Context: an optimization exercise on an open-source flow, tuned for a short achievable clock period and few clock cycles. The choices shown serve that exercise and are no tape-out recipe.
The RTL was checked by simulation tests, not by an equivalence proof against the original design.
Power is estimated from default activity; no workload was simulated.

== run 1 ==
## mips_core
module mips_core (clk, rst, iaddr, idata, daddr, dwr, ddout, ddin);
	input  clk;
	input  rst;
	output [31:0] iaddr;
	input  [31:0] idata;
	output [31:0] daddr;
	output        dwr;
	output [31:0] ddout;
	input  [31:0] ddin;
	reg [31:0] pc;
	reg        vD;
	reg [31:0] irD;
	reg [31:0] pcp1D;
	reg [31:0] predD;
	reg        vE;
	reg [31:0] aE, bE, sdE;
	reg        fA_M, fB_M, fS_M;    
	reg        fS_L;    
	reg [4:0]  shE;
	reg        opAddE, opSubE, opSltE, opLogE, opSllE, opSrlE;
	reg [3:0]  lutE;    
	reg        wenE, memtoregE, swE, brE, jregE;
	reg [4:0]  wdE;
	reg [31:0] altE;
	reg [31:0] resM, sdM;
	reg        wenM, memtoregM, dwrM;
	reg [4:0]  wdM;
	reg [31:0] resW;
	reg        wenW;
	reg [4:0]  wdW;
	reg [31:0] rf [1:31];
	reg [31:0] rsOH, rtOH;    
	reg        usesRsQ, usesRtQ;    
	reg [31:0] ras;
	reg [31:0] jt0, jt1, jt2, jt3;    
	reg [7:0]  pcloD;    
	reg [1:0]  pcloE;
	reg        jalrE;
	reg        aZeroE;    
	reg        eqE, predOkE;    
	reg        zeroE;    
	reg        longE;    
	reg [31:0] alt2E;    
	reg [23:0] pcHiD;    
	reg [23:1] pcHiP1D, pcHiM1D;    
	reg        shortQ, brMayQ, rsEqRtQ, rsZeroQ, rtZeroQ;    
	assign iaddr = pc;
	wire [31:0] pcp1;
  ...
==> flow/config.mk <==
export PLATFORM = sky130hd
export DESIGN_NAME = mips_core
export DESIGN_NICKNAME = mips_core
export VERILOG_FILES = /design/flow/design.v
export SDC_FILE = /design/flow/constraint.sdc
export NUM_CORES = 4
export LEC_CHECK = 0
export ABC_CLOCK_PERIOD_IN_PS = 1500
export CAP_MARGIN = 20
export CORE_MARGIN = 2
export CORE_UTILIZATION = 30
export PLACE_DENSITY = 0.5
export SLEW_MARGIN = 20
==> flow/constraint.sdc <==
create_clock -name core_clock -period 11.0 [get_ports {clk}]
set_input_delay 2.2000 -clock core_clock [delete_from_list [all_inputs] [get_ports {clk}]]
set_output_delay 2.2000 -clock core_clock [all_outputs]
set_load 0.01 [all_outputs]
standard.sh (not shown) runs the stock make flow with config.mk's settings and CLKGATE_MAP_FILE= SYNTH_SCRIPT=/design/flow/synth_recipe.tcl, a recipe that flattens the netlist after the stock synthesis.
==> flow/flow/run.sh <==
#!/bin/bash
# The standard layout, with these changes to how it is made:
#  - synthesis keeps the fetch-address logic and the ALU (modules fetch_next
#    and alu_e, no registers)
#    apart while mapping, so that it is mapped for depth, and adders are left
#    to ABC instead of being mapped to full-adder cells first; the design is
#    flattened afterwards as usual and the registers are unchanged;
#  - the timing repair passes aim for a setup slack well beyond the clock
#    period's (the constraints themselves are unchanged), over all endpoints,
#    and may resize cells to other footprints;
#  - every input and output port still gets its own buffer, but a buf_8
#    rather than the default smallest buffer.
set -euo pipefail
bash standard.sh SETUP_SLACK_MARGIN=7.5 TNS_END_PERCENT=100 ADDER_MAP_FILE= MATCH_CELL_FOOTPRINT=0 \
  "SYNTH_KEEP_MODULES=fetch_next alu_e" \
  'BUFFER_PORTS_ARGS=-buffer_cell sky130_fd_sc_hd__buf_8' finish > standard.log 2>&1
Testbench counts of run 1, summed over its fixed seeds: cycles 13,055.
#### Input delta (run 2 over run 1)
- changing PLACE_DENSITY from 0.5 to 0.45
- changing CORE_UTILIZATION from 30 to 25
Notes after the runs:
Amount of wire on met3 after detailed routing: higher on run 2. Diff run 1 -> run 2 | maximum number of pins on one net before global-route repair | decrease of 2. On switching fraction of total power, run 2 and run 1 are neck and neck.

* * *

## the previous run
mips_core, a different RTL version from the one above (not shown whole).
Size in the first run: about 7600 cells after synthesis, about 1700 flip-flops.
Settings: LEC_CHECK=0, ABC_CLOCK_PERIOD_IN_PS=1500, CAP_MARGIN=20, CORE_MARGIN=2, CORE_UTILIZATION=30, PLACE_DENSITY=0.62, SLEW_MARGIN=20; clock period 11.0 ns.
Scripts as last shown in full above: flow/flow/run.sh
In summary, the previous run completed successfully, with a layout that passed the timing, design-rule and antenna checks.
Testbench counts of the previous run, summed over its fixed seeds: cycles 12,963.
Input-level comparison between the current run and the previous run:
Settings: PLACE_DENSITY changed from 0.62 to 0.5.
==> run summary <==
- The current run — slew at the pin with the worst max-slew slack 0.12 ns higher, the previous run as reference
- The current run vs the previous run: fmax down in the current run
- Vias: the current run below the previous run
- Compared the current run against the previous run; core utilization of the finished layout within noise.
- The current run against the previous run: design area flat, floorplan core area shows no meaningful change.
- The overall routed net length in the current run was higher than what the previous run gave.
- Going from the previous run to the current run, the starting DRC count in detailed routing was found to have gone down by 1047.

-- what the ideal ports hide --
Ports are ideal in the flow. The routed layouts listed here were re-timed in OpenROAD. Step 1 (the two cells are an assumption about what drives the block):
set clk [get_ports {clk}]
set_driving_cell -lib_cell sky130_fd_sc_hd__clkbuf_16 $clk
set_driving_cell -lib_cell sky130_fd_sc_hd__buf_2 [delete_from_list [all_inputs] $clk]
Step 2 also shifts input and output timing later by t, the mid clock arrival at the registers, as if the neighbouring blocks saw the same clock. Three values: no drivers, after step 1, after step 2; two values: the first two.
run | t, ns | setup WS [ns] | clock arrival spread, ns
run 1 | 0.993 | 7.148 / 7.135 / 6.142 | 0.125 / 0.124
run 2 | 0.992 | 6.965 / 6.965 / 6.113 | 0.141 / 0.141
the previous run | 0.958 | 7.281 / 7.228 / 6.395 | 0.112 / 0.112
the current run | 0.958 | 7.182 / 7.182 / 6.464 | 0.116 / 0.116
After both steps every run listed still meets setup and hold. For run 1, which loses most, drivers alone change the setup slack by -0.013 ns; drivers and shift together by -1.006 ns.
